Background: an optimization exercise with open tools, aiming at small area, a short achievable clock period and few clock cycles. Do not read the settings as production practice. The RTL was checked by simulation tests, not by an equivalence proof against the original design. Power figures rest on the tool's default switching activity, not on a simulated workload.

==> design.v <==
module SME(clk,reset,chardata,isstring,ispattern,valid,match,match_index);
input clk;
input reset;
input [7:0] chardata;
input isstring;
input ispattern;
output match;
output [4:0] match_index;
output valid;
reg [7:0] str [0:31];
reg [31:0] d;
reg dn;                
reg [4:0] len_m1;      
reg [4:0] base;        
reg str_r, pat_r, anch;
reg valid_r, match_r;
reg [4:0] idx_r;
wire first = ~pat_r;
wire is_beg = (chardata == 8'h5E);
wire is_end = (chardata == 8'h24);
integer i;
always @(posedge clk) begin
    if (isstring) begin
        str[0] <= chardata;
        for (i = 1; i < 32; i = i + 1)
            str[i] <= str[i-1];
    end
end
reg [31:0] mask, begok, x;
wire [31:0] sp, d_next;
genvar g;
generate
    for (g = 0; g < 4; g = g + 1) begin : grp
        SME_grp u_grp (.s({str[8*g+7], str[8*g+6], str[8*g+5], str[8*g+4],
                           str[8*g+3], str[8*g+2], str[8*g+1], str[8*g]}),
                       .c(chardata), .x(x[8*g+:8]), .d(d_next[8*g+:8]), .sp(sp[8*g+:8]));
    end
endgenerate
always @(*) begin
    for (i = 0; i < 32; i = i + 1)
        mask[i] = (i <= len_m1);
    for (i = 0; i < 32; i = i + 1) begin
        begok[i] = mask[i] & ((i == 31) ? 1'b1 : (~mask[i+1] | sp[i+1]));
        x[i] = first ? mask[i] : anch ? begok[i] : ((i == 31) ? 1'b0 : d[i+1]);
    end
end
always @(posedge clk) begin
    d <= d_next;
    dn <= is_end & d[0];
    anch <= first & is_beg;
    if (ispattern)
        base <= first ? len_m1 : anch ? base : base - 5'd1;
    if (isstring)
        len_m1 <= str_r ? len_m1 + 5'd1 : 5'd0;
end
always @(posedge clk or posedge reset) begin
    if (reset) begin
        str_r <= 1'b0;
        pat_r <= 1'b0;
        valid_r <= 1'b0;
    end else begin
        str_r <= isstring;
        pat_r <= ispattern;
        valid_r <= pat_r & ~ispattern;
    end
end
wire [3:0] gany;
wire [4:0] cand [0:3];
generate
    for (g = 0; g < 4; g = g + 1) begin : gidx
        wire [1:0] hi0 = base[4:3] - g;
        wire [1:0] hi1 = base[4:3] - g - 1;
        SME_gidx u_gidx (.d(d[8*g+:8]), .lo(base[2:0]), .hi0(hi0), .hi1(hi1),
                         .any(gany[g]), .cand(cand[g]));
    end
endgenerate
always @(posedge clk) begin
    match_r <= (|gany) | dn;
    idx_r <= gany[3] ? cand[3] : gany[2] ? cand[2] : gany[1] ? cand[1] : gany[0] ? cand[0] : base + 5'd1;
end
assign valid = valid_r;
assign match = match_r;
assign match_index = idx_r;
endmodule
module SME_grp(s, c, x, d, sp);
input [63:0] s;
input [7:0] c;
input [7:0] x;
output [7:0] d;
output [7:0] sp;
wire is_any = (c == 8'h2E);
wire is_end = (c == 8'h24);
genvar j;
generate
    for (j = 0; j < 8; j = j + 1) begin : st
        assign sp[j] = (s[8*j+:8] == 8'h20);
        assign d[j] = x[j] & (is_end ? sp[j] : (is_any | (s[8*j+:8] == c)));
    end
endgenerate
endmodule
module SME_gidx(d, lo, hi0, hi1, any, cand);
input [7:0] d;
input [2:0] lo;
input [1:0] hi0;
input [1:0] hi1;
output any;
output [4:0] cand;
wire [2:0] l;
assign l[2] = |d[7:4];
assign l[1] = (|d[7:6]) | (~|d[7:4] & |d[3:2]);
assign l[0] = d[7] | (~d[6] & d[5]) | (~|d[6:4] & d[3]) | (~|d[6:2] & d[1]);
wire [3:0] diff = {1'b0, lo} - {1'b0, l};
assign any = |d;
assign cand = {diff[3] ? hi1 : hi0, diff[2:0]};
endmodule
==> run.sh <==
#!/bin/bash
# synth_recipe.tcl (not shown) runs the flow's synth.tcl, then flattens the netlist and writes it again
# the make line also repeats each setting of config.mk as NAME=value (left out here)
make -C /OpenROAD-flow-scripts/flow DESIGN_CONFIG=/design/flow/config.mk WORK_HOME=/design/flow/orfs CLKGATE_MAP_FILE= SYNTH_SCRIPT=/design/flow/synth_recipe.tcl finish
==> config.mk <==
export PLATFORM = sky130hd
export DESIGN_NAME = SME
export DESIGN_NICKNAME = SME
export VERILOG_FILES = /design/flow/design.v
export SDC_FILE = /design/flow/constraint.sdc
export NUM_CORES = 4
export LEC_CHECK = 0
export CAP_MARGIN = 20
export CORE_MARGIN = 2
export CORE_UTILIZATION = 80
export CTS_CLUSTER_DIAMETER = 100
export CTS_CLUSTER_SIZE = 24
export SETUP_SLACK_MARGIN = 4.3
export SLEW_MARGIN = 20
export SYNTH_HIERARCHICAL = 1
==> constraint.sdc <==
create_clock -name core_clock -period 6.5 [get_ports {clk}]
set_input_delay 1.3000 -clock core_clock [delete_from_list [all_inputs] [get_ports {clk}]]
set_output_delay 1.3000 -clock core_clock [all_outputs]
set_load 0.01 [all_outputs]
==> flow_summary.html, run 1 <==
<table>
<tr><th>Metric</th><th>Value</th></tr>
<tr><th colspan="2">STA</th></tr>
<tr><td>Slew of the pin with the lowest slew margin</td><td>699 ps</td></tr>
<tr><td>Achievable frequency</td><td>428 MHz</td></tr>
<tr><td>RSZ-0062 raised after global routing</td><td>true</td></tr>
<tr><td>Setup total negative slack</td><td>0 ps</td></tr>
<tr><td>Min cycle time layout</td><td>2340 ps</td></tr>
<tr><td>Max-slew headroom</td><td>53.2%</td></tr>
<tr><td>Finish-stage setup viols</td><td>0</td></tr>
<tr><td>Tcrit/Tclk final</td><td>35.9%</td></tr>
<tr><td>Clock tree skew after final layout</td><td>17.3 ps</td></tr>
<tr><td>Count of endpoints failing hold in the final timing report</td><td>0</td></tr>
<tr><td>Max-slew violation count</td><td>0</td></tr>
<tr><th colspan="2">Power and ir drop</th></tr>
<tr><td>Internal power consumption</td><td>2.97 mW</td></tr>
<tr><td>Peak VDD IR</td><td>0.000379 V</td></tr>
<tr><td>Power spent charging and discharging nets</td><td>1.01 mW</td></tr>
<tr><td>Clk network pwr share</td><td>27.6%</td></tr>
<tr><td>Pwr dens</td><td>235 nW/um2</td></tr>
<tr><td>Switching share of power</td><td>25.4%</td></tr>
<tr><td>Part of the total power dissipated in sequential elements</td><td>60.1%</td></tr>
<tr><td>Comb power frac</td><td>12.3%</td></tr>
<tr><td>Leak pwr</td><td>6.14 nW</td></tr>
<tr><th colspan="2">CTS</th></tr>
<tr><td>Number of buffers between clock root and the deepest sink</td><td>3</td></tr>
<tr><td>Depth of the CTS H-tree</td><td>1</td></tr>
<tr><td>Clock-pin slew reported for the worst setup and hold paths after clock tree synthesis</td><td>100 ps</td></tr>
<tr><td>Clk latency of the worst-skew pair</td><td>510 ps</td></tr>
<tr><td>Clk sink count</td><td>309</td></tr>
<tr><td>Clock tree from TritonCTS</td><td>built</td></tr>
<tr><td>Root buf cell</td><td>sky130_fd_sc_hd__clkbuf_16</td></tr>
<tr><td>CTS Buf Count</td><td>16</td></tr>
<tr><th colspan="2">Logic synthesis</th></tr>
<tr><td>Cell Area, Synth</td><td>15,700 um2</td></tr>
<tr><td>Flip-flop and latch count after synthesis</td><td>309</td></tr>
<tr><td>Top area cells in the synthesized netlist</td><td>sky130_fd_sc_hd__edfxtp_1 51%, sky130_fd_sc_hd__xor2_1 15%, sky130_fd_sc_hd__dfxtp_1 5.1%, sky130_fd_sc_hd__nor4_1 4.2%, sky130_fd_sc_hd__and4b_1 2.0%</td></tr>
<tr><td>Gate count of the mapped netlist</td><td>1,251</td></tr>
<tr><td>Main synth FF type</td><td>sky130_fd_sc_hd__edfxtp_1</td></tr>
<tr><td>Count of synthesis-stage warnings from yosys</td><td>9</td></tr>
<tr><td>Nets in the synthesized netlist</td><td>1,285</td></tr>
<tr><td>Ys async rst share</td><td>0.971%</td></tr>
<tr><td>Cell taking the most area after synthesis</td><td>sky130_fd_sc_hd__edfxtp_1</td></tr>
<tr><td>Post-Syn Area per Cell</td><td>12.6 um2</td></tr>
<tr><td>Count of cell types in the netlist</td><td>76</td></tr>
<tr><td>Number of synthesized flops with an enable pin</td><td>266</td></tr>
<tr><td>Area share of the largest cell type after synthesis</td><td>50.7%</td></tr>
<tr><td>Post-synthesis sequential area ratio</td><td>56.3%</td></tr>
<tr><th colspan="2">Finish</th></tr>
<tr><td>P&amp;R area growth vs syn</td><td>7.77%</td></tr>
<tr><td>Commonest non-fill, non-tap cell in the layout</td><td>sky130_fd_sc_hd__edfxtp_1</td></tr>
<tr><td>Cell area after layout</td><td>17,000 um2</td></tr>
<tr><td>Number of nets in the final layout</td><td>1,306</td></tr>
<tr><td>Antenna cell count</td><td>0</td></tr>
<tr><td>Layout cell share with drive strength beyond 1</td><td>13.5%</td></tr>
<tr><td>Final-layout fill cell count</td><td>926</td></tr>
<tr><td>Commonest non-fill, non-tap cells in the layout</td><td>266 x sky130_fd_sc_hd__edfxtp_1, 261 x sky130_fd_sc_hd__xor2_1, 102 x sky130_fd_sc_hd__nor4_1, 64 x sky130_fd_sc_hd__nand2_1, 55 x sky130_fd_sc_hd__nor2_1</td></tr>
<tr><th colspan="2">Global route</th></tr>
<tr><td>Vias in the first global route</td><td>10,700</td></tr>
<tr><td>Initial antenna violation count</td><td>0</td></tr>
<tr><td>Wire length of the first global-routing pass</td><td>57,700 um</td></tr>
<tr><td>Global-route total usage across every layer</td><td>36.5%</td></tr>
<tr><td>Largest net degree at the start of global routing</td><td>99</td></tr>
<tr><td>GR Overflow Total</td><td>0</td></tr>
<tr><th colspan="2">Placed design</th></tr>
<tr><td>Port-buffer cells</td><td>18</td></tr>
<tr><td>Post-place instance area</td><td>15,800 um2</td></tr>
<tr><td>GP Congestion</td><td>0.900</td></tr>
<tr><td>Total half-perimeter wirelength after legalization and detailed placement</td><td>22,200 um</td></tr>
<tr><th colspan="2">Run status</th></tr>
<tr><td>Run status</td><td>no timing/DRC/antenna violations</td></tr>
<tr><th colspan="2">Setup path</th></tr>
<tr><td>Data arrival time at the worst-slack endpoint</td><td>2720 ps</td></tr>
<tr><td>Crit start category</td><td>flip-flop</td></tr>
<tr><td>Critical path type</td><td>flip-flop to flip-flop</td></tr>
<tr><td>Element type at the critical path end</td><td>flip-flop</td></tr>
<tr><td>Longest individual stage delay on the worst path</td><td>360 ps</td></tr>
<tr><td>Cell at the slowest stage of the critical path</td><td>sky130_fd_sc_hd__dfxtp_2</td></tr>
<tr><td>Required time of the critical path</td><td>6880 ps</td></tr>
<tr><td>Crit path cell chain</td><td>nor2_4 &gt; nor3_2 &gt; nor3_2 &gt; ha_1 &gt; nand2_1 &gt; o21ai_2 &gt; mux2_4 &gt; nor2b_4 &gt; a2111oi_2 &gt; a221o_1</td></tr>
<tr><td>CP max FO</td><td>3</td></tr>
<tr><td>Cell type with the highest occurrence count on the critical path</td><td>sky130_fd_sc_hd__nor3_2</td></tr>
<tr><th colspan="2">Floorplanning</th></tr>
<tr><td>Width of the die</td><td>144 um</td></tr>
<tr><td>Initial core utilization</td><td>81.2%</td></tr>
<tr><td>Die boundary height</td><td>144 um</td></tr>
<tr><td>Die Area</td><td>20,800 um2</td></tr>
<tr><td>Placeable core region</td><td>19,400 um2</td></tr>
<tr><td>Top Ports</td><td>19</td></tr>
<tr><td>Count of standard-cell rows</td><td>51</td></tr>
<tr><th colspan="2">Route</th></tr>
<tr><td>Post-DR wirelength/cell</td><td>24.9 um</td></tr>
<tr><td>First-iteration detailed-routing DRC count</td><td>1,728</td></tr>
<tr><td>Vias per std cell</td><td>7.12</td></tr>
<tr><td>Total DRC errors in the routed layout</td><td>0</td></tr>
<tr><td>Total wire length</td><td>38,500 um</td></tr>
<tr><td>Total number of vias</td><td>11,000</td></tr>
<tr><td>TritonRoute pass-1 iters</td><td>6</td></tr>
<tr><td>Count of nets left with antenna violations after detail routing</td><td>0</td></tr>
<tr><th colspan="2">Hold path</th></tr>
<tr><td>Worst hold path class</td><td>flip-flop to flip-flop</td></tr>
<tr><th colspan="2">Flow run</th></tr>
<tr><td>Max-cap violation count</td><td>0</td></tr>
</table>
==> area by class of cell <==
class / instances / area (um2) / share of cell area, %
tap: 265 / 332 / 1.95
inverter: 41 / 154 / 0.907
clock buffer: 27 / 463 / 2.73
sequential: 309 / 8890 / 52.4
clock inverter: 1 / 5.00 / 0.0295
multi-input combinational: 839 / 6450 / 38.0
timing repair buffer: 65 / 667 / 3.93
==> per-stage QoR <==
step / hold slack, ps / total power, mW / util (%) / setup slack [ps] / std cells
5_1_grt: 496 / 4.09 / 87.5 / 4010 / 1547
3_3_place_gp: 437 / 2.83 / 81.6 / 3400 / 1482
2_1_floorplan: 395 / 2.71 / - / 4280 / 1251
3_5_place_dp: 442 / 2.85 / 81.6 / 3260 / 1482
6_report: 487 / 3.98 / 87.5 / 4160 / 1547
4_1_cts: 465 / 3.94 / 86.7 / 4200 / 1541
==> worst max-delay path, delay by kind of cell (launching register included) <==
kind	cells	cell delay, ps
AOI/OAI and AO/OA	3	620
DFF	1	360
adders and majority gates	1	200
and+or+nand+nor	5	690
muxes	1	340
==> state kept, by name, indices dropped and copies added, names as in the netlist <==
name and count:
idx_r 5, base 5, dn 1, anch 1, len_m1 5, str_r 1, valid_r 1, str 256
match_r 1, d 32, pat_r 1
==> worst paths after layout <==
| path | startpoint | end | slack, ps | cells after the start |
|---|---|---|---|---|
| worst max-delay path | d[2] | idx_r[3] | 4160 | 10 |
| worst min-delay path | dn | match_r | 490 | 2 |
| worst max register to register | d[2] | idx_r[3] | 4160 | 10 |
| worst min register to register | dn | match_r | 490 | 2 |
| max in group asynchronous | reset | pat_r | 5310 | 2 |
| min in group asynchronous | reset | str_r | 990 | 2 |
==> routing by layer <==
layer	routed length (um)	GRT usage, %	part of all wire (%)
met1	13700	48.6	36
met4	1720	14.0	4.5
met3	4450	6.23	12
met2	18600	60.6	48
met5	0	0	0
==> power groups by stage <==
stage	combinational, mW	clock (mW)	sequential, mW
after floorplan	0.318	0	2.39
after global placement	0.389	0	2.44
after detailed placement	0.408	0	2.44
after CTS	0.457	1.10	2.39
after global routing	0.520	1.17	2.40
final	0.488	1.10	2.39
==> cells in the mapped netlist (all sizes together), types with 32 or more instances <==
library cell	count
and4b	32
buf	53
nand2	68
inv	41
dfxtp	40
xor2	261
o21ai	44
a21oi	63
nor4	106
edfxtp	266
nor2	56
==> per-module statistics from Yosys (local to each module, per instance) <==
module	cell area [um2]	cells inside	copies in the design	flip-flops and latches
SME_gidx	175	24	4	0
SME	10700	591	1	309
SME_grp	1080	141	4	0
==> what timing repair did <==
action | in CTS | in global routing
gates cloned | 1 | 0
setup buffers | 30 | 6
pin swaps | 21 | 5
hold buffers | 0 | 0
setup endpoints to repair | 211 | 29
gates resized for setup | 101 | 22
==> logic make-up (layout without fill, tap and decap cells) <==
logic type               count (synthesis)  count (layout)  synth area share, %
AND/OR/NAND/NOR                        347             347                 13.6
XOR/XNOR                               271             271                 15.1
adder cells (fa/ha/maj)                 22              22                 1.94
flip-flops                             309             309                 56.3
AO/OA/AOI/OAI                          188             188                 8.07
buffers and inverters                  103             134                 4.25
multiplexers                            11              11                0.771
Testbench counts, summed over its fixed seeds: cycles 24,912.
==> run 2: changes to the inputs <==
--- a/config.mk
+++ b/config.mk
@@ -7,9 +7,9 @@
 export LEC_CHECK = 0
 export CAP_MARGIN = 20
 export CORE_MARGIN = 2
-export CORE_UTILIZATION = 80
+export CORE_UTILIZATION = 70
 export CTS_CLUSTER_DIAMETER = 100
 export CTS_CLUSTER_SIZE = 24
-export SETUP_SLACK_MARGIN = 4.3
+export SETUP_SLACK_MARGIN = 4.4
 export SLEW_MARGIN = 20
 export SYNTH_HIERARCHICAL = 1
==> flow_summary.html, run 2 <==
<table>
<tr><th>Metric</th><th>Value</th></tr>
<tr><th colspan="2">STA</th></tr>
<tr><td>Min cycle time layout</td><td>2320 ps (was 2340 ps)</td></tr>
<tr><td>Max-slew violation count</td><td>0 (unchanged)</td></tr>
<tr><td>Max-slew headroom</td><td>61.1% (was 53.2%)</td></tr>
<tr><td>Clock tree skew after final layout</td><td>14.5 ps (was 17.3 ps)</td></tr>
<tr><td>RSZ-0062 raised after global routing</td><td>true (unchanged)</td></tr>
<tr><td>Tcrit/Tclk final</td><td>35.6% (was 35.9%)</td></tr>
<tr><td>Slew of the pin with the lowest slew margin</td><td>583 ps (was 699 ps)</td></tr>
<tr><td>Count of endpoints failing hold in the final timing report</td><td>0 (unchanged)</td></tr>
<tr><td>Setup slack after layout</td><td>4180 ps (was 4160 ps)</td></tr>
<tr><td>Achievable frequency</td><td>432 MHz (was 428 MHz)</td></tr>
<tr><td>Finish-stage setup viols</td><td>0 (unchanged)</td></tr>
<tr><td>Setup total negative slack</td><td>0 ps (unchanged)</td></tr>
<tr><th colspan="2">Route</th></tr>
<tr><td>TritonRoute pass-1 iters</td><td>5 (was 6)</td></tr>
<tr><td>Vias per std cell</td><td>6.79 (was 7.12)</td></tr>
<tr><td>Count of nets left with antenna violations after detail routing</td><td>0 (unchanged)</td></tr>
<tr><td>Met1 routed wirelength after detailed routing</td><td>15,800 um (was 13,700 um)</td></tr>
<tr><td>Met3 wire len</td><td>4060 um (was 4450 um)</td></tr>
<tr><td>DR top layer</td><td>met4 (unchanged)</td></tr>
<tr><td>Metal2 WL</td><td>18,700 um (was 18,600 um)</td></tr>
<tr><td>First-iteration detailed-routing DRC count</td><td>1,400 (was 1,728)</td></tr>
<tr><td>Total number of vias</td><td>10,800 (was 11,000)</td></tr>
<tr><td>Total wire length</td><td>40,300 um (was 38,500 um)</td></tr>
<tr><td>Post-DR wirelength/cell</td><td>25.4 um (was 24.9 um)</td></tr>
<tr><td>Total DRC errors in the routed layout</td><td>0 (unchanged)</td></tr>
<tr><th colspan="2">Hold path</th></tr>
<tr><td>Worst hold path class</td><td>flip-flop to flip-flop (unchanged)</td></tr>
<tr><td>Beginning of the worst hold path</td><td>dn (unchanged)</td></tr>
<tr><th colspan="2">CTS</th></tr>
<tr><td>Clock tree from TritonCTS</td><td>built (unchanged)</td></tr>
<tr><td>Post-cts hold buffer count</td><td>0 (unchanged)</td></tr>
<tr><td>Clock-pin slew reported for the worst setup and hold paths after clock tree synthesis</td><td>100 ps (about the same)</td></tr>
<tr><td>Number of buffers between clock root and the deepest sink</td><td>3 (unchanged)</td></tr>
<tr><td>Clk latency of the worst-skew pair</td><td>520 ps (was 510 ps)</td></tr>
<tr><td>Depth of the CTS H-tree</td><td>1 (unchanged)</td></tr>
<tr><td>CTS Buf Count</td><td>16 (unchanged)</td></tr>
<tr><td>Root buf cell</td><td>sky130_fd_sc_hd__clkbuf_16 (unchanged)</td></tr>
<tr><td>Clk sink count</td><td>309 (unchanged)</td></tr>
<tr><th colspan="2">Setup path</th></tr>
<tr><td>Required time of the critical path</td><td>5200 ps (was 6880 ps)</td></tr>
<tr><td>Crit path cell chain</td><td>buf_2 (was nor2_4 &gt; nor3_2 &gt; nor3_2 &gt; ha_1 &gt; nand2_1 &gt; o21ai_2 &gt; mux2_4 &gt; nor2b_4 &gt; a2111oi_2 &gt; a221o_1)</td></tr>
<tr><td>Critical path startpoint</td><td>valid_r (was d[2])</td></tr>
<tr><td>CP max FO</td><td>1 (was 3)</td></tr>
<tr><td>Data arrival time at the worst-slack endpoint</td><td>1020 ps (was 2720 ps)</td></tr>
<tr><td>Crit start category</td><td>flip-flop (unchanged)</td></tr>
<tr><td>Cell at the slowest stage of the critical path</td><td>sky130_fd_sc_hd__dfrtp_1 (was sky130_fd_sc_hd__dfxtp_2)</td></tr>
<tr><td>Dominant delay contributor by cell family on the critical path</td><td>flip-flops (was simple AND/OR/NAND/NOR gates)</td></tr>
<tr><td>Element type at the critical path end</td><td>primary output (was flip-flop)</td></tr>
<tr><td>Critical path buffer and inverter count</td><td>1 (was 0)</td></tr>
<tr><td>Launch point of the worst reg-to-reg path</td><td>d[6] (was d[2])</td></tr>
<tr><td>Longest individual stage delay on the worst path</td><td>370 ps (was 360 ps)</td></tr>
<tr><td>Critical path type</td><td>flip-flop to primary output (was flip-flop to flip-flop)</td></tr>
<tr><th colspan="2">Finish</th></tr>
<tr><td>Register with the highest flop count</td><td>str (unchanged)</td></tr>
<tr><td>Largest registers</td><td>str x256, d x32 (unchanged)</td></tr>
<tr><td>Final-layout fill cell count</td><td>1,252 (was 926)</td></tr>
<tr><td>Antenna cell count</td><td>0 (unchanged)</td></tr>
<tr><td>Number of nets in the final layout</td><td>1,329 (was 1,306)</td></tr>
<tr><td>Combined area of the multi-input logic cells</td><td>6590 um2 (was 6450 um2)</td></tr>
<tr><td>Max reg flops</td><td>256 (unchanged)</td></tr>
<tr><td>P&amp;R area growth vs syn</td><td>11.8% (was 7.77%)</td></tr>
<tr><td>Cell area after layout</td><td>17,600 um2 (was 17,000 um2)</td></tr>
<tr><td>Commonest non-fill, non-tap cells in the layout</td><td>266 x sky130_fd_sc_hd__edfxtp_1, 261 x sky130_fd_sc_hd__xor2_1, 92 x sky130_fd_sc_hd__nor4_1, 64 x sky130_fd_sc_hd__nand2_1, 55 x sky130_fd_sc_hd__nor2_1 (was 266 x sky130_fd_sc_hd__edfxtp_1, 261 x sky130_fd_sc_hd__xor2_1, 102 x sky130_fd_sc_hd__nor4_1, 64 x sky130_fd_sc_hd__nand2_1, 55 x sky130_fd_sc_hd__nor2_1)</td></tr>
<tr><td>Non-filler instance count after layout</td><td>1,585 (was 1,547)</td></tr>
<tr><td>Seq. cell area</td><td>8900 um2 (was 8890 um2)</td></tr>
<tr><td>Layout cell share with drive strength beyond 1</td><td>16.6% (was 13.5%)</td></tr>
<tr><td>Commonest non-fill, non-tap cell in the layout</td><td>sky130_fd_sc_hd__edfxtp_1 (unchanged)</td></tr>
<tr><th colspan="2">Placed design</th></tr>
<tr><td>Pre-CTS WS</td><td>3250 ps (was 3260 ps)</td></tr>
<tr><td>Placed instance count</td><td>1,497 (was 1,482)</td></tr>
<tr><td>Port-buffer cells</td><td>18 (unchanged)</td></tr>
<tr><td>Post-place instance area</td><td>15,900 um2 (was 15,800 um2)</td></tr>
<tr><td>GP Congestion</td><td>0.846 (was 0.900)</td></tr>
<tr><td>Total half-perimeter wirelength after legalization and detailed placement</td><td>22,200 um (about the same)</td></tr>
<tr><th colspan="2">Logic synthesis</th></tr>
<tr><td>Gate count of the mapped netlist</td><td>1,251 (unchanged)</td></tr>
<tr><td>Nets in the synthesized netlist</td><td>1,285 (unchanged)</td></tr>
<tr><td>Ranking of synthesized cells by instance count</td><td>266 x sky130_fd_sc_hd__edfxtp_1, 261 x sky130_fd_sc_hd__xor2_1, 105 x sky130_fd_sc_hd__nor4_1 (unchanged)</td></tr>
<tr><td>Number of synthesized flops with an enable pin</td><td>266 (unchanged)</td></tr>
<tr><td>Post-Syn Area per Cell</td><td>12.6 um2 (unchanged)</td></tr>
<tr><td>Main synth FF type</td><td>sky130_fd_sc_hd__edfxtp_1 (unchanged)</td></tr>
<tr><td>Ys async rst share</td><td>0.971% (unchanged)</td></tr>
<tr><td>Area share of the largest cell type after synthesis</td><td>50.7% (unchanged)</td></tr>
<tr><td>Top-count cell post-synth</td><td>sky130_fd_sc_hd__edfxtp_1 (unchanged)</td></tr>
<tr><td>Cell taking the most area after synthesis</td><td>sky130_fd_sc_hd__edfxtp_1 (unchanged)</td></tr>
<tr><td>Flip-flop and latch count after synthesis</td><td>309 (unchanged)</td></tr>
<tr><td>Count of cell types in the netlist</td><td>76 (unchanged)</td></tr>
<tr><td>Post-synthesis sequential area ratio</td><td>56.3% (unchanged)</td></tr>
<tr><td>Top area cells in the synthesized netlist</td><td>sky130_fd_sc_hd__edfxtp_1 51%, sky130_fd_sc_hd__xor2_1 15%, sky130_fd_sc_hd__dfxtp_1 5.1%, sky130_fd_sc_hd__nor4_1 4.2%, sky130_fd_sc_hd__and4b_1 2.0% (unchanged)</td></tr>
<tr><td>Count of synthesis-stage warnings from yosys</td><td>9 (unchanged)</td></tr>
<tr><td>Cell Area, Synth</td><td>15,700 um2 (unchanged)</td></tr>
<tr><th colspan="2">Power and ir drop</th></tr>
<tr><td>Post-layout total power</td><td>4.01 mW (was 3.98 mW)</td></tr>
<tr><td>Peak VDD IR</td><td>0.000218 V (was 0.000379 V)</td></tr>
<tr><td>Pwr dens</td><td>228 nW/um2 (was 235 nW/um2)</td></tr>
<tr><td>Leak pwr</td><td>6.43 nW (was 6.14 nW)</td></tr>
<tr><th colspan="2">Global route</th></tr>
<tr><td>Wire length of the first global-routing pass</td><td>55,700 um (was 57,700 um)</td></tr>
<tr><td>Global-route total usage across every layer</td><td>30.4% (was 36.5%)</td></tr>
<tr><td>Initial antenna violation count</td><td>0 (unchanged)</td></tr>
<tr><td>Largest net degree at the start of global routing</td><td>75 (was 99)</td></tr>
<tr><td>GR Overflow Total</td><td>0 (unchanged)</td></tr>
<tr><td>Vias in the first global route</td><td>10,400 (was 10,700)</td></tr>
<tr><th colspan="2">Run status</th></tr>
<tr><td>Run status</td><td>no timing/DRC/antenna violations (unchanged)</td></tr>
<tr><th colspan="2">Flow run</th></tr>
<tr><td>Max-cap violation count</td><td>0 (unchanged)</td></tr>
<tr><th colspan="2">Floorplanning</th></tr>
<tr><td>Die boundary height</td><td>154 um (was 144 um)</td></tr>
<tr><td>Die Area</td><td>23,700 um2 (was 20,800 um2)</td></tr>
<tr><td>Width of the die</td><td>154 um (was 144 um)</td></tr>
<tr><td>Initial core utilization</td><td>71.7% (was 81.2%)</td></tr>
<tr><td>Count of standard-cell rows</td><td>54 (was 51)</td></tr>
<tr><td>Placeable core region</td><td>22,000 um2 (was 19,400 um2)</td></tr>
<tr><td>Top Ports</td><td>19 (unchanged)</td></tr>
</table>
[run 2: cell counts after synthesis]
Identical to the previous run, type by type.
[run 2: repair_timing]
action / CTS / global route
hold endpoints to repair: 0 / 0
gates cloned: 3 / 14
setup endpoints to repair: 164 / 40
resized for setup: 121 / 47
setup buffers: 28 / 15
pin swaps: 26 / 26
[run 2: path summary, 6_finish.rpt]
| path | end | slack (ps) | cells after the start |
|---|---|---|---|
| worst min register to register | match_r | 450 | 2 |
| max in group asynchronous | pat_r | 5340 | 2 |
| worst max register to register | idx_r[3] | 4240 | 9 |
| min in group asynchronous | valid_r | 970 | 2 |
| worst min-delay path | match_r | 450 | 2 |
| worst max-delay path | valid | 4180 | 1 |
[run 2: area by class of cell]
| cell class | count | share of cell area, % |
|---|---|---|
| clock buffer | 27 | 2.63 |
| clock inverter | 1 | 0.0284 |
| timing repair buffer | 87 | 6.51 |
| inverter | 41 | 0.874 |
| multi-input combinational | 840 | 37.4 |
| sequential | 309 | 50.6 |
| tap | 280 | 1.99 |
[run 2: Yosys stat by module (local to each module, per instance)]
| module | cell area (um2) | flip-flops and latches | cells |
|---|---|---|---|
| SME_gidx | 175 | 0 | 24 |
| SME | 10700 | 309 | 591 |
| SME_grp | 1080 | 0 | 141 |
[run 2: cell families (layout without fill, tap and decap cells)]
group / Yosys count / after routing / synth area share [%]
AND/OR/NAND/NOR: 347 / 348 / 13.6
flip-flops: 309 / 309 / 56.3
XOR/XNOR: 271 / 271 / 15.1
AO/OA/AOI/OAI: 188 / 188 / 8.07
buffers and inverters: 103 / 156 / 4.25
adder cells (fa/ha/maj): 22 / 22 / 1.94
multiplexers: 11 / 11 / 0.771
[run 2: per-stage QoR]
step                hold slack, ps  utilization [%]
finish                         450             80.2
global route                   469             80.2
CTS                            455             77.1
detailed placement             432             72.2
global placement               435             72.2
floorplan                      395                -
[run 2: routing by layer]
layer | vias to the layer above | GRT usage (%)
li1 | 4726 | -
met1 | 5292 | 42.5
met2 | 609 | 50.0
met3 | 137 | 4.11
met4 | 0 | 9.48
met5 | - | 0
[run 2: report_power, final]
part / total [mW] / internal [mW] / switching (mW)
Sequential: 2.38 / 2.27 / 0.108
Combinational: 0.534 / 0.227 / 0.307
Clock: 1.10 / 0.494 / 0.602
Total: 4.01 / 2.99 / 1.02
==> run 3: changes to the inputs <==
--- a/config.mk
+++ b/config.mk
@@ -10,6 +10,5 @@
 export CORE_UTILIZATION = 70
 export CTS_CLUSTER_DIAMETER = 100
 export CTS_CLUSTER_SIZE = 24
-export SETUP_SLACK_MARGIN = 4.4
+export SETUP_SLACK_MARGIN = 4.3
 export SLEW_MARGIN = 20
-export SYNTH_HIERARCHICAL = 1
==> flow_summary.html, run 3 <==
<table>
<tr><th>Metric</th><th>Value</th></tr>
<tr><th colspan="2">CTS</th></tr>
<tr><td>Clk latency of the worst-skew pair</td><td>530 ps (was 520 ps)</td></tr>
<tr><td>Root buf cell</td><td>sky130_fd_sc_hd__clkbuf_16 (unchanged)</td></tr>
<tr><td>Clock-pin slew reported for the worst setup and hold paths after clock tree synthesis</td><td>100 ps (about the same)</td></tr>
<tr><td>Clk sink count</td><td>309 (unchanged)</td></tr>
<tr><td>Depth of the CTS H-tree</td><td>1 (unchanged)</td></tr>
<tr><td>Clock tree from TritonCTS</td><td>built (unchanged)</td></tr>
<tr><td>Post-cts hold buffer count</td><td>0 (unchanged)</td></tr>
<tr><td>Number of buffers between clock root and the deepest sink</td><td>3 (unchanged)</td></tr>
<tr><td>CTS Buf Count</td><td>16 (unchanged)</td></tr>
<tr><th colspan="2">Route</th></tr>
<tr><td>Count of nets left with antenna violations after detail routing</td><td>0 (unchanged)</td></tr>
<tr><td>Vias per std cell</td><td>6.94 (was 6.79)</td></tr>
<tr><td>Post-DR wirelength/cell</td><td>27.7 um (was 25.4 um)</td></tr>
<tr><td>First-iteration detailed-routing DRC count</td><td>1,625 (was 1,400)</td></tr>
<tr><td>Total number of vias</td><td>10,600 (was 10,800)</td></tr>
<tr><td>Metal2 WL</td><td>19,500 um (was 18,700 um)</td></tr>
<tr><td>TritonRoute pass-1 iters</td><td>5 (unchanged)</td></tr>
<tr><td>Met3 wire len</td><td>5390 um (was 4060 um)</td></tr>
<tr><td>Total DRC errors in the routed layout</td><td>0 (unchanged)</td></tr>
<tr><td>Total wire length</td><td>42,200 um (was 40,300 um)</td></tr>
<tr><td>Met1 routed wirelength after detailed routing</td><td>15,600 um (was 15,800 um)</td></tr>
<tr><td>DR top layer</td><td>met4 (unchanged)</td></tr>
<tr><th colspan="2">Logic synthesis</th></tr>
<tr><td>Top area cells in the synthesized netlist</td><td>sky130_fd_sc_hd__edfxtp_1 54%, sky130_fd_sc_hd__xor2_1 14%, sky130_fd_sc_hd__dfxtp_1 5.4%, sky130_fd_sc_hd__nor4_1 4.1%, sky130_fd_sc_hd__a21oi_1 2.5% (was sky130_fd_sc_hd__edfxtp_1 51%, sky130_fd_sc_hd__xor2_1 15%, sky130_fd_sc_hd__dfxtp_1 5.1%, sky130_fd_sc_hd__nor4_1 4.2%, sky130_fd_sc_hd__and4b_1 2.0%)</td></tr>
<tr><td>Top-count cell post-synth</td><td>sky130_fd_sc_hd__edfxtp_1 (unchanged)</td></tr>
<tr><td>Area share of the largest cell type after synthesis</td><td>54.0% (was 50.7%)</td></tr>
<tr><td>Cell taking the most area after synthesis</td><td>sky130_fd_sc_hd__edfxtp_1 (unchanged)</td></tr>
<tr><td>Cell Area, Synth</td><td>14,800 um2 (was 15,700 um2)</td></tr>
<tr><td>Nets in the synthesized netlist</td><td>1,203 (was 1,285)</td></tr>
<tr><td>Count of cell types in the netlist</td><td>63 (was 76)</td></tr>
<tr><td>Ranking of synthesized cells by instance count</td><td>266 x sky130_fd_sc_hd__edfxtp_1, 235 x sky130_fd_sc_hd__xor2_1, 98 x sky130_fd_sc_hd__nor4_1 (was 266 x sky130_fd_sc_hd__edfxtp_1, 261 x sky130_fd_sc_hd__xor2_1, 105 x sky130_fd_sc_hd__nor4_1)</td></tr>
<tr><td>Gate count of the mapped netlist</td><td>1,169 (was 1,251)</td></tr>
<tr><td>Post-synthesis sequential area ratio</td><td>60.0% (was 56.3%)</td></tr>
<tr><td>Number of synthesized flops with an enable pin</td><td>266 (unchanged)</td></tr>
<tr><td>Ys async rst share</td><td>0.971% (unchanged)</td></tr>
<tr><td>Main synth FF type</td><td>sky130_fd_sc_hd__edfxtp_1 (unchanged)</td></tr>
<tr><td>Post-Syn Area per Cell</td><td>12.6 um2 (about the same)</td></tr>
<tr><td>Count of synthesis-stage warnings from yosys</td><td>3 (was 9)</td></tr>
<tr><td>Flip-flop and latch count after synthesis</td><td>309 (unchanged)</td></tr>
<tr><th colspan="2">Finish</th></tr>
<tr><td>Number of nets in the final layout</td><td>1,273 (was 1,329)</td></tr>
<tr><td>Commonest non-fill, non-tap cell in the layout</td><td>sky130_fd_sc_hd__edfxtp_1 (unchanged)</td></tr>
<tr><td>P&amp;R area growth vs syn</td><td>17.8% (was 11.8%)</td></tr>
<tr><td>Commonest non-fill, non-tap cells in the layout</td><td>266 x sky130_fd_sc_hd__edfxtp_1, 234 x sky130_fd_sc_hd__xor2_1, 64 x sky130_fd_sc_hd__nor2_1, 62 x sky130_fd_sc_hd__nor4_1, 56 x sky130_fd_sc_hd__buf_4 (was 266 x sky130_fd_sc_hd__edfxtp_1, 261 x sky130_fd_sc_hd__xor2_1, 92 x sky130_fd_sc_hd__nor4_1, 64 x sky130_fd_sc_hd__nand2_1, 55 x sky130_fd_sc_hd__nor2_1)</td></tr>
<tr><td>Largest registers</td><td>str x256, d x32 (unchanged)</td></tr>
<tr><td>Antenna cell count</td><td>0 (unchanged)</td></tr>
<tr><td>Register with the highest flop count</td><td>str (unchanged)</td></tr>
<tr><td>Max reg flops</td><td>256 (unchanged)</td></tr>
<tr><td>Layout Utilization</td><td>83.3% (was 80.2%)</td></tr>
<tr><td>Layout cell share with drive strength beyond 1</td><td>19.5% (was 16.6%)</td></tr>
<tr><th colspan="2">Setup path</th></tr>
<tr><td>Critical path type</td><td>input port to flip-flop (was flip-flop to primary output)</td></tr>
<tr><td>Required time of the critical path</td><td>6920 ps (was 5200 ps)</td></tr>
<tr><td>Data arrival time at the worst-slack endpoint</td><td>2910 ps (was 1020 ps)</td></tr>
<tr><td>Critical path startpoint</td><td>chardata[0] (was valid_r)</td></tr>
<tr><td>Element type at the critical path end</td><td>flip-flop (was primary output)</td></tr>
<tr><td>Launch point of the worst reg-to-reg path</td><td>len_m1[3] (was d[6])</td></tr>
<tr><td>CP max FO</td><td>5 (was 1)</td></tr>
<tr><td>Crit start category</td><td>input port (was flip-flop)</td></tr>
<tr><th colspan="2">STA</th></tr>
<tr><td>Slew of the pin with the lowest slew margin</td><td>768 ps (was 583 ps)</td></tr>
<tr><td>Achievable frequency</td><td>400 MHz (was 432 MHz)</td></tr>
<tr><td>Finish-stage setup viols</td><td>0 (unchanged)</td></tr>
<tr><td>RSZ-0062 raised after global routing</td><td>true (unchanged)</td></tr>
<tr><td>Min cycle time layout</td><td>2500 ps (was 2320 ps)</td></tr>
<tr><td>Max-slew headroom</td><td>48.8% (was 61.1%)</td></tr>
<tr><td>Tcrit/Tclk final</td><td>38.4% (was 35.6%)</td></tr>
<tr><td>Clock tree skew after final layout</td><td>26.4 ps (was 14.5 ps)</td></tr>
<tr><td>Setup total negative slack</td><td>0 ps (unchanged)</td></tr>
<tr><td>Max-slew violation count</td><td>0 (unchanged)</td></tr>
<tr><td>Count of endpoints failing hold in the final timing report</td><td>0 (unchanged)</td></tr>
<tr><th colspan="2">Global route</th></tr>
<tr><td>Wire length of the first global-routing pass</td><td>58,800 um (was 55,700 um)</td></tr>
<tr><td>Vias in the first global route</td><td>9,958 (was 10,400)</td></tr>
<tr><td>GR Overflow Total</td><td>0 (unchanged)</td></tr>
<tr><td>Global-route total usage across every layer</td><td>35.4% (was 30.4%)</td></tr>
<tr><td>Largest net degree at the start of global routing</td><td>114 (was 75)</td></tr>
<tr><td>Initial antenna violation count</td><td>0 (unchanged)</td></tr>
<tr><th colspan="2">Floorplanning</th></tr>
<tr><td>Top Ports</td><td>19 (unchanged)</td></tr>
<tr><td>Width of the die</td><td>149 um (was 154 um)</td></tr>
<tr><td>Count of standard-cell rows</td><td>53 (was 54)</td></tr>
<tr><td>Die Area</td><td>22,300 um2 (was 23,700 um2)</td></tr>
<tr><td>Die boundary height</td><td>149 um (was 154 um)</td></tr>
<tr><td>Initial core utilization</td><td>70.8% (was 71.7%)</td></tr>
<tr><td>Placeable core region</td><td>20,900 um2 (was 22,000 um2)</td></tr>
<tr><th colspan="2">Placed design</th></tr>
<tr><td>GP Congestion</td><td>0.917 (was 0.846)</td></tr>
<tr><td>Total half-perimeter wirelength after legalization and detailed placement</td><td>21,100 um (was 22,200 um)</td></tr>
<tr><td>Port-buffer cells</td><td>18 (unchanged)</td></tr>
<tr><th colspan="2">Run status</th></tr>
<tr><td>Run status</td><td>no timing/DRC/antenna violations (unchanged)</td></tr>
<tr><th colspan="2">Hold path</th></tr>
<tr><td>Worst hold path class</td><td>flip-flop to flip-flop (unchanged)</td></tr>
<tr><td>Beginning of the worst hold path</td><td>str[29][5] (was dn)</td></tr>
<tr><th colspan="2">Power and ir drop</th></tr>
<tr><td>Post-layout total power</td><td>4.01 mW (about the same)</td></tr>
<tr><td>Leak pwr</td><td>6.09 nW (was 6.43 nW)</td></tr>
<tr><td>Peak VDD IR</td><td>0.000228 V (was 0.000218 V)</td></tr>
<tr><td>Pwr dens</td><td>230 nW/um2 (was 228 nW/um2)</td></tr>
<tr><th colspan="2">Flow run</th></tr>
<tr><td>Max-cap violation count</td><td>0 (unchanged)</td></tr>
</table>
## run 3: changes by cell type after synthesis, sizes merged, moves of 9 or more
cell,before,now
a2111oi,2,13
a21oi,63,73
and4b,32,9
buf,53,39
clkbuf,9,21
inv,41,18
nand2,68,55
nand4,1,10
nor2,56,68
nor4b,8,25
o21ai,44,15
o31ai,14,3
xnor2,10,34
xor2,261,235
## run 3: through the flow
stage / setup slack [ps] / hold WS, ps / cell area [um2] / cells
2_1_floorplan: 3880 / 391 / 14900 / 1169
3_5_place_dp: 2550 / 462 / 15100 / 1416
3_3_place_gp: 2730 / 470 / 15100 / 1416
6_report: 4000 / 493 / 17400 / 1524
5_1_grt: 3980 / 516 / 17400 / 1524
4_1_cts: 4180 / 488 / 16600 / 1484
## run 3: kinds of logic (layout without fill, tap and decap cells)
family | Yosys count | after routing | share of synthesized area (%)
AND/OR/NAND/NOR | 329 | 330 | 12.7
flip-flops | 309 | 309 | 60.0
XOR/XNOR | 269 | 269 | 15.9
AO/OA/AOI/OAI | 157 | 157 | 6.71
buffers and inverters | 79 | 158 | 2.39
adder cells (fa/ha/maj) | 22 | 22 | 2.07
multiplexers | 4 | 4 | 0.279
## run 3: final timing paths
check / slack [ps] / depth (start not counted) / end
worst min-delay path: 490 / 0 / str[30][5]
worst max-delay path: 4000 / 8 / d[6]
worst max register to register: 4200 / 4 / d[6]
worst min register to register: 490 / 0 / str[30][5]
min in group asynchronous: 940 / 2 / pat_r
max in group asynchronous: 5430 / 2 / str_r
## run 3: worst max-delay path: stages
cell and delay (ps):
sky130_fd_sc_hd__buf_12 110, sky130_fd_sc_hd__nor3b_4 320, sky130_fd_sc_hd__nand3_4 140, sky130_fd_sc_hd__nor2_4 240
sky130_fd_sc_hd__buf_12 180, sky130_fd_sc_hd__a21oi_2 30, sky130_fd_sc_hd__a221o_1 300, sky130_fd_sc_hd__a311oi_1 260
## run 3: power by group
part           internal, mW  leakage (nW)  switching, mW
combinational         0.210          2.89          0.306
sequential             2.28          2.97          0.105
clock                 0.494         0.225          0.619
total                  2.98          6.09           1.03
## run 3: final cells by class
| type | count | area (um2) |
|---|---|---|
| sequential | 309 | 8870 |
| multi-input combinational | 782 | 6220 |
| fill | 1092 | 3480 |
| timing repair buffer | 111 | 1430 |
| clock buffer | 27 | 463 |
| tap | 275 | 344 |
| inverter | 19 | 71.3 |
| clock inverter | 1 | 5.00 |
## run 3: per-layer routing
layer | up-vias | global-route usage [%]
met2 | 790 | 55.2
met4 | 0 | 12.4
met5 | - | 0
li1 | 4490 | -
met3 | 154 | 6.15
met1 | 5144 | 50.9
## run 3: what timing repair did
item,CTS,global route
pin swaps,27,31
gates resized for setup,128,95
buffers inserted,29,36
cloned,11,4
endpoints found under the setup margin,157,44
==> run 4: changes to the inputs <==
--- a/config.mk
+++ b/config.mk
@@ -10,5 +10,6 @@
 export CORE_UTILIZATION = 70
 export CTS_CLUSTER_DIAMETER = 100
 export CTS_CLUSTER_SIZE = 24
-export SETUP_SLACK_MARGIN = 4.3
+export SETUP_SLACK_MARGIN = 4.2
 export SLEW_MARGIN = 20
+export SYNTH_HIERARCHICAL = 1
==> flow_summary.html, run 4 <==
<table>
<tr><th>Metric</th><th>Value</th></tr>
<tr><th colspan="2">Run status</th></tr>
<tr><td>Run status</td><td>no timing/DRC/antenna violations (unchanged)</td></tr>
<tr><th colspan="2">Global route</th></tr>
<tr><td>Initial antenna violation count</td><td>0 (unchanged)</td></tr>
<tr><td>Global-route total usage across every layer</td><td>29.3% (was 35.4%)</td></tr>
<tr><td>Vias in the first global route</td><td>9,850 (was 9,958)</td></tr>
<tr><td>Largest net degree at the start of global routing</td><td>140 (was 114)</td></tr>
<tr><td>GR Overflow Total</td><td>0 (unchanged)</td></tr>
<tr><td>Wire length of the first global-routing pass</td><td>54,800 um (was 58,800 um)</td></tr>
<tr><th colspan="2">Logic synthesis</th></tr>
<tr><td>Count of synthesis-stage warnings from yosys</td><td>9 (was 3)</td></tr>
<tr><td>Area share of the largest cell type after synthesis</td><td>50.7% (was 54.0%)</td></tr>
<tr><td>Main synth FF type</td><td>sky130_fd_sc_hd__edfxtp_1 (unchanged)</td></tr>
<tr><td>Top area cells in the synthesized netlist</td><td>sky130_fd_sc_hd__edfxtp_1 51%, sky130_fd_sc_hd__xor2_1 15%, sky130_fd_sc_hd__dfxtp_1 5.1%, sky130_fd_sc_hd__nor4_1 4.2%, sky130_fd_sc_hd__and4b_1 2.0% (was sky130_fd_sc_hd__edfxtp_1 54%, sky130_fd_sc_hd__xor2_1 14%, sky130_fd_sc_hd__dfxtp_1 5.4%, sky130_fd_sc_hd__nor4_1 4.1%, sky130_fd_sc_hd__a21oi_1 2.5%)</td></tr>
<tr><td>Post-Syn Area per Cell</td><td>12.6 um2 (about the same)</td></tr>
<tr><td>Count of cell types in the netlist</td><td>76 (was 63)</td></tr>
<tr><td>Flip-flop and latch count after synthesis</td><td>309 (unchanged)</td></tr>
<tr><td>Gate count of the mapped netlist</td><td>1,251 (was 1,169)</td></tr>
<tr><td>Top-count cell post-synth</td><td>sky130_fd_sc_hd__edfxtp_1 (unchanged)</td></tr>
<tr><td>Cell Area, Synth</td><td>15,700 um2 (was 14,800 um2)</td></tr>
<tr><td>Ys async rst share</td><td>0.971% (unchanged)</td></tr>
<tr><td>Cell taking the most area after synthesis</td><td>sky130_fd_sc_hd__edfxtp_1 (unchanged)</td></tr>
<tr><td>Number of synthesized flops with an enable pin</td><td>266 (unchanged)</td></tr>
<tr><td>Ranking of synthesized cells by instance count</td><td>266 x sky130_fd_sc_hd__edfxtp_1, 261 x sky130_fd_sc_hd__xor2_1, 105 x sky130_fd_sc_hd__nor4_1 (was 266 x sky130_fd_sc_hd__edfxtp_1, 235 x sky130_fd_sc_hd__xor2_1, 98 x sky130_fd_sc_hd__nor4_1)</td></tr>
<tr><td>Post-synthesis sequential area ratio</td><td>56.3% (was 60.0%)</td></tr>
<tr><td>Nets in the synthesized netlist</td><td>1,285 (was 1,203)</td></tr>
<tr><th colspan="2">STA</th></tr>
<tr><td>Finish-stage setup viols</td><td>0 (unchanged)</td></tr>
<tr><td>Setup total negative slack</td><td>0 ps (unchanged)</td></tr>
<tr><td>RSZ-0062 raised after global routing</td><td>true (unchanged)</td></tr>
<tr><td>Setup slack after layout</td><td>4170 ps (was 4000 ps)</td></tr>
<tr><td>Worst hold margin</td><td>483 ps (was 493 ps)</td></tr>
<tr><td>Tcrit/Tclk final</td><td>35.9% (was 38.4%)</td></tr>
<tr><td>Max-slew headroom</td><td>36.5% (was 48.8%)</td></tr>
<tr><td>Min cycle time layout</td><td>2330 ps (was 2500 ps)</td></tr>
<tr><td>Count of endpoints failing hold in the final timing report</td><td>0 (unchanged)</td></tr>
<tr><td>Clock tree skew after final layout</td><td>22.6 ps (was 26.4 ps)</td></tr>
<tr><td>Max-slew violation count</td><td>0 (unchanged)</td></tr>
<tr><td>Slew of the pin with the lowest slew margin</td><td>953 ps (was 768 ps)</td></tr>
<tr><td>Achievable frequency</td><td>428 MHz (was 400 MHz)</td></tr>
<tr><th colspan="2">Placed design</th></tr>
<tr><td>GP Congestion</td><td>0.891 (was 0.917)</td></tr>
<tr><td>Port-buffer cells</td><td>18 (unchanged)</td></tr>
<tr><td>Pre-CTS WS</td><td>3180 ps (was 2550 ps)</td></tr>
<tr><td>Total half-perimeter wirelength after legalization and detailed placement</td><td>22,300 um (was 21,100 um)</td></tr>
<tr><th colspan="2">Route</th></tr>
<tr><td>Count of nets left with antenna violations after detail routing</td><td>0 (unchanged)</td></tr>
<tr><td>DR top layer</td><td>met4 (unchanged)</td></tr>
<tr><td>Total wire length</td><td>35,100 um (was 42,200 um)</td></tr>
<tr><td>Met3 wire len</td><td>2260 um (was 5390 um)</td></tr>
<tr><td>Vias per std cell</td><td>6.57 (was 6.94)</td></tr>
<tr><td>Total number of vias</td><td>10,200 (was 10,600)</td></tr>
<tr><td>Metal2 WL</td><td>16,600 um (was 19,500 um)</td></tr>
<tr><td>Met1 routed wirelength after detailed routing</td><td>15,400 um (was 15,600 um)</td></tr>
<tr><td>Total DRC errors in the routed layout</td><td>0 (unchanged)</td></tr>
<tr><td>TritonRoute pass-1 iters</td><td>5 (unchanged)</td></tr>
<tr><td>Post-DR wirelength/cell</td><td>22.7 um (was 27.7 um)</td></tr>
<tr><td>First-iteration detailed-routing DRC count</td><td>1,049 (was 1,625)</td></tr>
<tr><th colspan="2">CTS</th></tr>
<tr><td>Clock tree from TritonCTS</td><td>built (unchanged)</td></tr>
<tr><td>Depth of the CTS H-tree</td><td>1 (unchanged)</td></tr>
<tr><td>Clk sink count</td><td>309 (unchanged)</td></tr>
<tr><td>Root buf cell</td><td>sky130_fd_sc_hd__clkbuf_16 (unchanged)</td></tr>
<tr><td>Number of buffers between clock root and the deepest sink</td><td>3 (unchanged)</td></tr>
<tr><td>CTS Buf Count</td><td>16 (unchanged)</td></tr>
<tr><td>Clock-pin slew reported for the worst setup and hold paths after clock tree synthesis</td><td>100 ps (about the same)</td></tr>
<tr><td>Clk latency of the worst-skew pair</td><td>510 ps (was 530 ps)</td></tr>
<tr><th colspan="2">Finish</th></tr>
<tr><td>Combined area of the multi-input logic cells</td><td>6380 um2 (was 6220 um2)</td></tr>
<tr><td>Layout cell share with drive strength beyond 1</td><td>10.2% (was 19.5%)</td></tr>
<tr><td>Largest registers</td><td>str x256, d x32 (unchanged)</td></tr>
<tr><td>Register with the highest flop count</td><td>str (unchanged)</td></tr>
<tr><td>Max reg flops</td><td>256 (unchanged)</td></tr>
<tr><td>Commonest non-fill, non-tap cell in the layout</td><td>sky130_fd_sc_hd__edfxtp_1 (unchanged)</td></tr>
<tr><td>Number of nets in the final layout</td><td>1,289 (was 1,273)</td></tr>
<tr><td>Seq. cell area</td><td>8870 um2 (about the same)</td></tr>
<tr><td>Commonest non-fill, non-tap cells in the layout</td><td>266 x sky130_fd_sc_hd__edfxtp_1, 261 x sky130_fd_sc_hd__xor2_1, 100 x sky130_fd_sc_hd__nor4_1, 64 x sky130_fd_sc_hd__nand2_1, 56 x sky130_fd_sc_hd__nor2_1 (was 266 x sky130_fd_sc_hd__edfxtp_1, 234 x sky130_fd_sc_hd__xor2_1, 64 x sky130_fd_sc_hd__nor2_1, 62 x sky130_fd_sc_hd__nor4_1, 56 x sky130_fd_sc_hd__buf_4)</td></tr>
<tr><td>Antenna cell count</td><td>0 (unchanged)</td></tr>
<tr><td>Layout Utilization</td><td>76.2% (was 83.3%)</td></tr>
<tr><td>P&amp;R area growth vs syn</td><td>6.24% (was 17.8%)</td></tr>
<tr><td>Final-layout fill cell count</td><td>1,394 (was 1,092)</td></tr>
<tr><th colspan="2">Floorplanning</th></tr>
<tr><td>Top Ports</td><td>19 (unchanged)</td></tr>
<tr><td>Die boundary height</td><td>154 um (was 149 um)</td></tr>
<tr><td>Width of the die</td><td>154 um (was 149 um)</td></tr>
<tr><td>Initial core utilization</td><td>71.7% (was 70.8%)</td></tr>
<tr><td>Count of standard-cell rows</td><td>54 (was 53)</td></tr>
<tr><td>Die Area</td><td>23,700 um2 (was 22,300 um2)</td></tr>
<tr><td>Placeable core region</td><td>22,000 um2 (was 20,900 um2)</td></tr>
<tr><th colspan="2">Setup path</th></tr>
<tr><td>Required time of the critical path</td><td>6880 ps (was 6920 ps)</td></tr>
<tr><td>Data arrival time at the worst-slack endpoint</td><td>2710 ps (was 2910 ps)</td></tr>
<tr><td>Crit start category</td><td>flip-flop (was input port)</td></tr>
<tr><td>Element type at the critical path end</td><td>flip-flop (unchanged)</td></tr>
<tr><td>CP max FO</td><td>4 (was 5)</td></tr>
<tr><td>Critical path type</td><td>flip-flop to flip-flop (was input port to flip-flop)</td></tr>
<tr><th colspan="2">Flow run</th></tr>
<tr><td>Max-cap violation count</td><td>0 (unchanged)</td></tr>
<tr><th colspan="2">Hold path</th></tr>
<tr><td>Worst hold path class</td><td>flip-flop to flip-flop (unchanged)</td></tr>
<tr><th colspan="2">Power and ir drop</th></tr>
<tr><td>Leak pwr</td><td>6.00 nW (was 6.09 nW)</td></tr>
<tr><td>Pwr dens</td><td>234 nW/um2 (was 230 nW/um2)</td></tr>
<tr><td>Power spent charging and discharging nets</td><td>0.970 mW (was 1.03 mW)</td></tr>
<tr><td>Internal power consumption</td><td>2.95 mW (was 2.98 mW)</td></tr>
<tr><td>Comb power frac</td><td>11.4% (was 12.9%)</td></tr>
<tr><td>Switching share of power</td><td>24.7% (was 25.7%)</td></tr>
<tr><td>Part of the total power dissipated in sequential elements</td><td>60.9% (was 59.4%)</td></tr>
<tr><td>Peak VDD IR</td><td>0.000262 V (was 0.000228 V)</td></tr>
<tr><td>Clk network pwr share</td><td>27.7% (about the same)</td></tr>
</table>
[run 4: changes by cell type after synthesis, moves of 20 or more]
cell,before,now
sky130_fd_sc_hd__buf_6,1,21
sky130_fd_sc_hd__xor2_1,235,261
sky130_fd_sc_hd__nor4b_1,25,4
sky130_fd_sc_hd__and4b_1,9,32
sky130_fd_sc_hd__inv_1,18,39
sky130_fd_sc_hd__xnor2_1,34,10
sky130_fd_sc_hd__o21ai_1,0,33
[run 4: worst paths after layout]
path	endpoint	cells past startpoint	slack, ps	from
min	str[18][5]	0	480	str[17][5]
min reg2reg	str[18][5]	0	480	str[17][5]
max in group asynchronous	pat_r	2	5330	reset
max reg2reg	idx_r[3]	8	4170	d[12]
max	idx_r[3]	8	4170	d[12]
min in group asynchronous	str_r	2	990	reset
[run 4: area by class of cell]
type                            instances  share of cell area, %
Tap cell                              280                   2.09
Sequential cell                       309                   53.1
Inverter                               41                  0.920
Clock buffer                           27                   2.77
Multi-Input combinational cell        839                   38.2
Clock inverter                          1                 0.0299
Timing Repair Buffer                   48                   2.96
[run 4: stage by stage]
step | total power [mW] | cells | area [um2]
2_1_floorplan | 2.71 | 1251 | 15700
3_3_place_gp | 2.83 | 1497 | 15800
3_5_place_dp | 2.84 | 1497 | 15800
4_1_cts | 3.91 | 1537 | 16500
5_1_grt | 4.05 | 1545 | 16700
6_report | 3.92 | 1545 | 16700
[run 4: per-layer routing]
layer,GRT usage [%],vias up
li1,-,4642
met5,0,-
met4,8.81,0
met1,41.6,5076
met2,47.5,377
met3,4.40,57
[run 4: cell families (layout without fill, tap and decap cells)]
logic type | Yosys count | count (layout) | synth area share, %
muxes | 11 | 11 | 0.771
AOI/OAI and AO/OA | 188 | 188 | 8.07
xor gates and xnor gates | 271 | 271 | 15.1
buffers and inverters | 103 | 117 | 4.25
DFF | 309 | 309 | 56.3
adders and majority gates | 22 | 22 | 1.94
and+or+nand+nor | 347 | 347 | 13.6
[run 4: per-module statistics from Yosys (local to each module, per instance)]
module | cell area, um2 | flip-flops and latches
SME | 10700 | 309
SME_gidx | 175 | 0
SME_grp | 1080 | 0
[run 4: worst max-delay path, cell delays in order, from the launching register on]
cell	delay [ps]
sky130_fd_sc_hd__dfxtp_1	400
sky130_fd_sc_hd__nor4_4	490
sky130_fd_sc_hd__ha_4	280
sky130_fd_sc_hd__a21oi_2	140
sky130_fd_sc_hd__o21ai_2	80
sky130_fd_sc_hd__mux2_1	320
sky130_fd_sc_hd__nand3b_1	80
sky130_fd_sc_hd__a21oi_1	90
sky130_fd_sc_hd__a221o_1	320
[run 4: power groups by stage]
stage	combinational (mW)	clock, mW	sequential, mW
detailed placement	0.402	0	2.44
global placement	0.390	0	2.44
CTS	0.425	1.09	2.39
floorplan	0.315	0	2.39
finish	0.448	1.09	2.39
global route	0.490	1.16	2.40
[run 4: repair_timing]
action                                  CTS  global route
endpoints found under the setup margin  183           135
cloned                                    0             1
pin swaps                                 5             9
resized for setup                        67            31
hold buffers                              0             0
buffers inserted                         12             7
==> run 5: changes to the inputs <==
--- a/config.mk
+++ b/config.mk
@@ -10,6 +10,7 @@
 export CORE_UTILIZATION = 70
 export CTS_CLUSTER_DIAMETER = 100
 export CTS_CLUSTER_SIZE = 24
-export SETUP_SLACK_MARGIN = 4.2
+export PLACE_DENSITY = 0.8
+export SETUP_SLACK_MARGIN = 4.3
 export SLEW_MARGIN = 20
 export SYNTH_HIERARCHICAL = 1
==> flow_summary.html, run 5 <==
<table>
<tr><th>Metric</th><th>Value</th></tr>
<tr><th colspan="2">Finish</th></tr>
<tr><td>P&amp;R area growth vs syn</td><td>7.90% (was 6.24%)</td></tr>
<tr><td>Cell area after layout</td><td>17,000 um2 (was 16,700 um2)</td></tr>
<tr><td>Commonest non-fill, non-tap cells in the layout</td><td>266 x sky130_fd_sc_hd__edfxtp_1, 261 x sky130_fd_sc_hd__xor2_1, 101 x sky130_fd_sc_hd__nor4_1, 63 x sky130_fd_sc_hd__nand2_1, 54 x sky130_fd_sc_hd__nor2_1 (was 266 x sky130_fd_sc_hd__edfxtp_1, 261 x sky130_fd_sc_hd__xor2_1, 100 x sky130_fd_sc_hd__nor4_1, 64 x sky130_fd_sc_hd__nand2_1, 56 x sky130_fd_sc_hd__nor2_1)</td></tr>
<tr><td>Number of nets in the final layout</td><td>1,304 (was 1,289)</td></tr>
<tr><td>Largest registers</td><td>str x256, d x32 (unchanged)</td></tr>
<tr><td>Register with the highest flop count</td><td>str (unchanged)</td></tr>
<tr><td>Max reg flops</td><td>256 (unchanged)</td></tr>
<tr><td>Layout cell share with drive strength beyond 1</td><td>13.9% (was 10.2%)</td></tr>
<tr><td>Antenna cell count</td><td>0 (unchanged)</td></tr>
<tr><th colspan="2">Logic synthesis</th></tr>
<tr><td>Nets in the synthesized netlist</td><td>1,285 (unchanged)</td></tr>
<tr><td>Count of cell types in the netlist</td><td>76 (unchanged)</td></tr>
<tr><td>Cell taking the most area after synthesis</td><td>sky130_fd_sc_hd__edfxtp_1 (unchanged)</td></tr>
<tr><td>Post-Syn Area per Cell</td><td>12.6 um2 (unchanged)</td></tr>
<tr><td>Area share of the largest cell type after synthesis</td><td>50.7% (unchanged)</td></tr>
<tr><td>Flip-flop and latch count after synthesis</td><td>309 (unchanged)</td></tr>
<tr><td>Post-synthesis sequential area ratio</td><td>56.3% (unchanged)</td></tr>
<tr><td>Cell Area, Synth</td><td>15,700 um2 (unchanged)</td></tr>
<tr><td>Number of synthesized flops with an enable pin</td><td>266 (unchanged)</td></tr>
<tr><td>Count of synthesis-stage warnings from yosys</td><td>9 (unchanged)</td></tr>
<tr><td>Ys async rst share</td><td>0.971% (unchanged)</td></tr>
<tr><td>Ranking of synthesized cells by instance count</td><td>266 x sky130_fd_sc_hd__edfxtp_1, 261 x sky130_fd_sc_hd__xor2_1, 105 x sky130_fd_sc_hd__nor4_1 (unchanged)</td></tr>
<tr><td>Gate count of the mapped netlist</td><td>1,251 (unchanged)</td></tr>
<tr><th colspan="2">Setup path</th></tr>
<tr><td>Cell at the slowest stage of the critical path</td><td>sky130_fd_sc_hd__dfrtp_1 (was sky130_fd_sc_hd__nor4_4)</td></tr>
<tr><td>Longest individual stage delay on the worst path</td><td>370 ps (was 490 ps)</td></tr>
<tr><td>Crit path depth</td><td>1 (was 8)</td></tr>
<tr><td>Setup slack of the most critical reg-to-reg path</td><td>4210 ps (was 4170 ps)</td></tr>
<tr><td>Crit start category</td><td>flip-flop (unchanged)</td></tr>
<tr><td>Critical path type</td><td>flip-flop to primary output (was flip-flop to flip-flop)</td></tr>
<tr><td>Cell depth of the worst flop-to-flop path</td><td>6 (was 8)</td></tr>
<tr><td>Critical path buffer and inverter count</td><td>1 (was 0)</td></tr>
<tr><th colspan="2">Floorplanning</th></tr>
<tr><td>Top Ports</td><td>19 (unchanged)</td></tr>
<tr><td>Count of standard-cell rows</td><td>54 (unchanged)</td></tr>
<tr><td>Initial core utilization</td><td>71.7% (unchanged)</td></tr>
<tr><td>Die boundary height</td><td>154 um (unchanged)</td></tr>
<tr><td>Width of the die</td><td>154 um (unchanged)</td></tr>
<tr><td>Placeable core region</td><td>22,000 um2 (unchanged)</td></tr>
<tr><th colspan="2">Placed design</th></tr>
<tr><td>Pre-CTS WS</td><td>3390 ps (was 3180 ps)</td></tr>
<tr><td>Post-place instance area</td><td>15,900 um2 (was 15,800 um2)</td></tr>
<tr><td>Total half-perimeter wirelength after legalization and detailed placement</td><td>22,000 um (was 22,300 um)</td></tr>
<tr><th colspan="2">STA</th></tr>
<tr><td>Slew of the pin with the lowest slew margin</td><td>683 ps (was 953 ps)</td></tr>
<tr><td>RSZ-0062 raised after global routing</td><td>true (unchanged)</td></tr>
<tr><td>Clock tree skew after final layout</td><td>23.1 ps (was 22.6 ps)</td></tr>
<tr><td>Achievable frequency</td><td>435 MHz (was 428 MHz)</td></tr>
<tr><td>Setup slack after layout</td><td>4200 ps (was 4170 ps)</td></tr>
<tr><td>Max-slew headroom</td><td>54.4% (was 36.5%)</td></tr>
<tr><td>Worst hold margin</td><td>453 ps (was 483 ps)</td></tr>
<tr><td>Finish-stage setup viols</td><td>0 (unchanged)</td></tr>
<tr><td>Setup total negative slack</td><td>0 ps (unchanged)</td></tr>
<tr><td>Count of endpoints failing hold in the final timing report</td><td>0 (unchanged)</td></tr>
<tr><td>Tcrit/Tclk final</td><td>35.4% (was 35.9%)</td></tr>
<tr><td>Min cycle time layout</td><td>2300 ps (was 2330 ps)</td></tr>
<tr><th colspan="2">Global route</th></tr>
<tr><td>Global-route total usage across every layer</td><td>29.5% (was 29.3%)</td></tr>
<tr><td>Initial antenna violation count</td><td>0 (unchanged)</td></tr>
<tr><td>Wire length of the first global-routing pass</td><td>54,800 um (about the same)</td></tr>
<tr><td>Largest net degree at the start of global routing</td><td>124 (was 140)</td></tr>
<tr><th colspan="2">CTS</th></tr>
<tr><td>Clock tree from TritonCTS</td><td>built (unchanged)</td></tr>
<tr><td>Number of buffers between clock root and the deepest sink</td><td>3 (unchanged)</td></tr>
<tr><td>Post-cts hold buffer count</td><td>0 (unchanged)</td></tr>
<tr><td>Clk latency of the worst-skew pair</td><td>520 ps (was 510 ps)</td></tr>
<tr><td>Root buf cell</td><td>sky130_fd_sc_hd__clkbuf_16 (unchanged)</td></tr>
<tr><td>Clock-pin slew reported for the worst setup and hold paths after clock tree synthesis</td><td>100 ps (about the same)</td></tr>
<tr><td>CTS Buf Count</td><td>16 (unchanged)</td></tr>
<tr><th colspan="2">Power and ir drop</th></tr>
<tr><td>Peak VDD IR</td><td>0.000323 V (was 0.000262 V)</td></tr>
<tr><td>Leak pwr</td><td>6.11 nW (was 6.00 nW)</td></tr>
<tr><td>Post-layout total power</td><td>3.93 mW (was 3.92 mW)</td></tr>
<tr><th colspan="2">Route</th></tr>
<tr><td>Vias per std cell</td><td>6.61 (was 6.57)</td></tr>
<tr><td>Count of nets left with antenna violations after detail routing</td><td>0 (unchanged)</td></tr>
<tr><td>Total wire length</td><td>35,400 um (was 35,100 um)</td></tr>
<tr><td>First-iteration detailed-routing DRC count</td><td>1,400 (was 1,049)</td></tr>
<tr><th colspan="2">Hold path</th></tr>
<tr><td>Hold Path Cell Cnt</td><td>2 (was 0)</td></tr>
<tr><th colspan="2">Run status</th></tr>
<tr><td>Run status</td><td>no timing/DRC/antenna violations (unchanged)</td></tr>
</table>
==> run 5: changes by cell type in the layout (fill, tap and decap cells not counted), sizes merged <==
cell,previous run,this run
buf,45,60
clkbuf,28,27
nor2b,10,11
==> run 5: cell type report <==
cell class / instances / area (um2) / area share (%)
Inverter: 41 / 154 / 0.906
Tap cell: 280 / 350 / 2.06
Timing Repair Buffer: 62 / 603 / 3.55
Multi-Input combinational cell: 840 / 6510 / 38.3
Clock inverter: 1 / 5.00 / 0.0295
Clock buffer: 27 / 463 / 2.73
Sequential cell: 309 / 8900 / 52.4
==> run 5: logic make-up (layout without fill, tap and decap cells) <==
kind of cell / Yosys count / count (layout) / share of synthesized area (%)
flip-flops: 309 / 309 / 56.3
XOR/XNOR: 271 / 271 / 15.1
AND/OR/NAND/NOR: 347 / 348 / 13.6
adder cells (fa/ha/maj): 22 / 22 / 1.94
AO/OA/AOI/OAI: 188 / 188 / 8.07
multiplexers: 11 / 11 / 0.771
buffers and inverters: 103 / 131 / 4.25
==> run 5: metrics by stage <==
step / std cells / util [%]
detailed placement: 1500 / 72.2
finish: 1560 / 77.4
global route: 1560 / 77.4
global placement: 1500 / 72.2
floorplan: 1251 / -
CTS: 1549 / 76.1
==> run 5: routing by layer <==
metal	part of all wire [%]	track usage [%]	wire length, um
met1	40	42.2	14200
met2	47	47.2	16700
met3	10	5.86	3530
met4	2.6	7.17	930
met5	0	0	0
==> run 5: worst paths after layout <==
path | startpoint | end
max | valid_r | valid
min | dn | match_r
max in group asynchronous | reset | pat_r
min in group asynchronous | reset | str_r
max reg2reg | len_m1[2] | d[7]
min reg2reg | dn | match_r
==> run 5: where the power goes <==
| group | switching [mW] | total [mW] | internal, mW |
|---|---|---|---|
| Combinational | 0.274 | 0.463 | 0.190 |
| Clock | 0.593 | 1.09 | 0.494 |
| Sequential | 0.110 | 2.38 | 2.27 |
==> run 5: modules after synthesis, one instance, submodules excluded <==
module / flops+latches / copies in the design
SME_grp: 0 / 4
SME_gidx: 0 / 4
SME: 309 / 1
==> run 5: repair_timing <==
action                     in CTS  in global routing
gates resized for setup        91                 49
setup endpoints to repair     188                 97
pin swaps                      18                 24
cloned                          1                  0
buffers inserted               20                 11

static timing again, ports no longer ideal:
The results above use ideal ports. As a check the final layouts listed here were re-extracted and re-timed, cells and wires unchanged.
Step 1: set_driving_cell puts a clkbuf_16 on clk and a buf_2 on each other input, an assumption about the parent block.
Step 2, shift: input delay + t, output delay - t, t = (earliest + latest rising clock arrival at the registers) / 2. This alone moves slack from input paths to output paths.
Three values: no drivers, after step 1, after step 2; two values: the first two.
run	t (ns)	setup slack, ns
run 1	0.553	4.164 / 4.163 / 3.721
run 2	0.562	4.184 / 4.132 / 3.799
run 3	0.566	4.003 / 3.996 / 3.430
run 4	0.551	4.166 / 4.151 / 3.701
run 5	0.553	4.200 / 4.151 / 3.786
After both steps setup and hold are still met in every run listed.
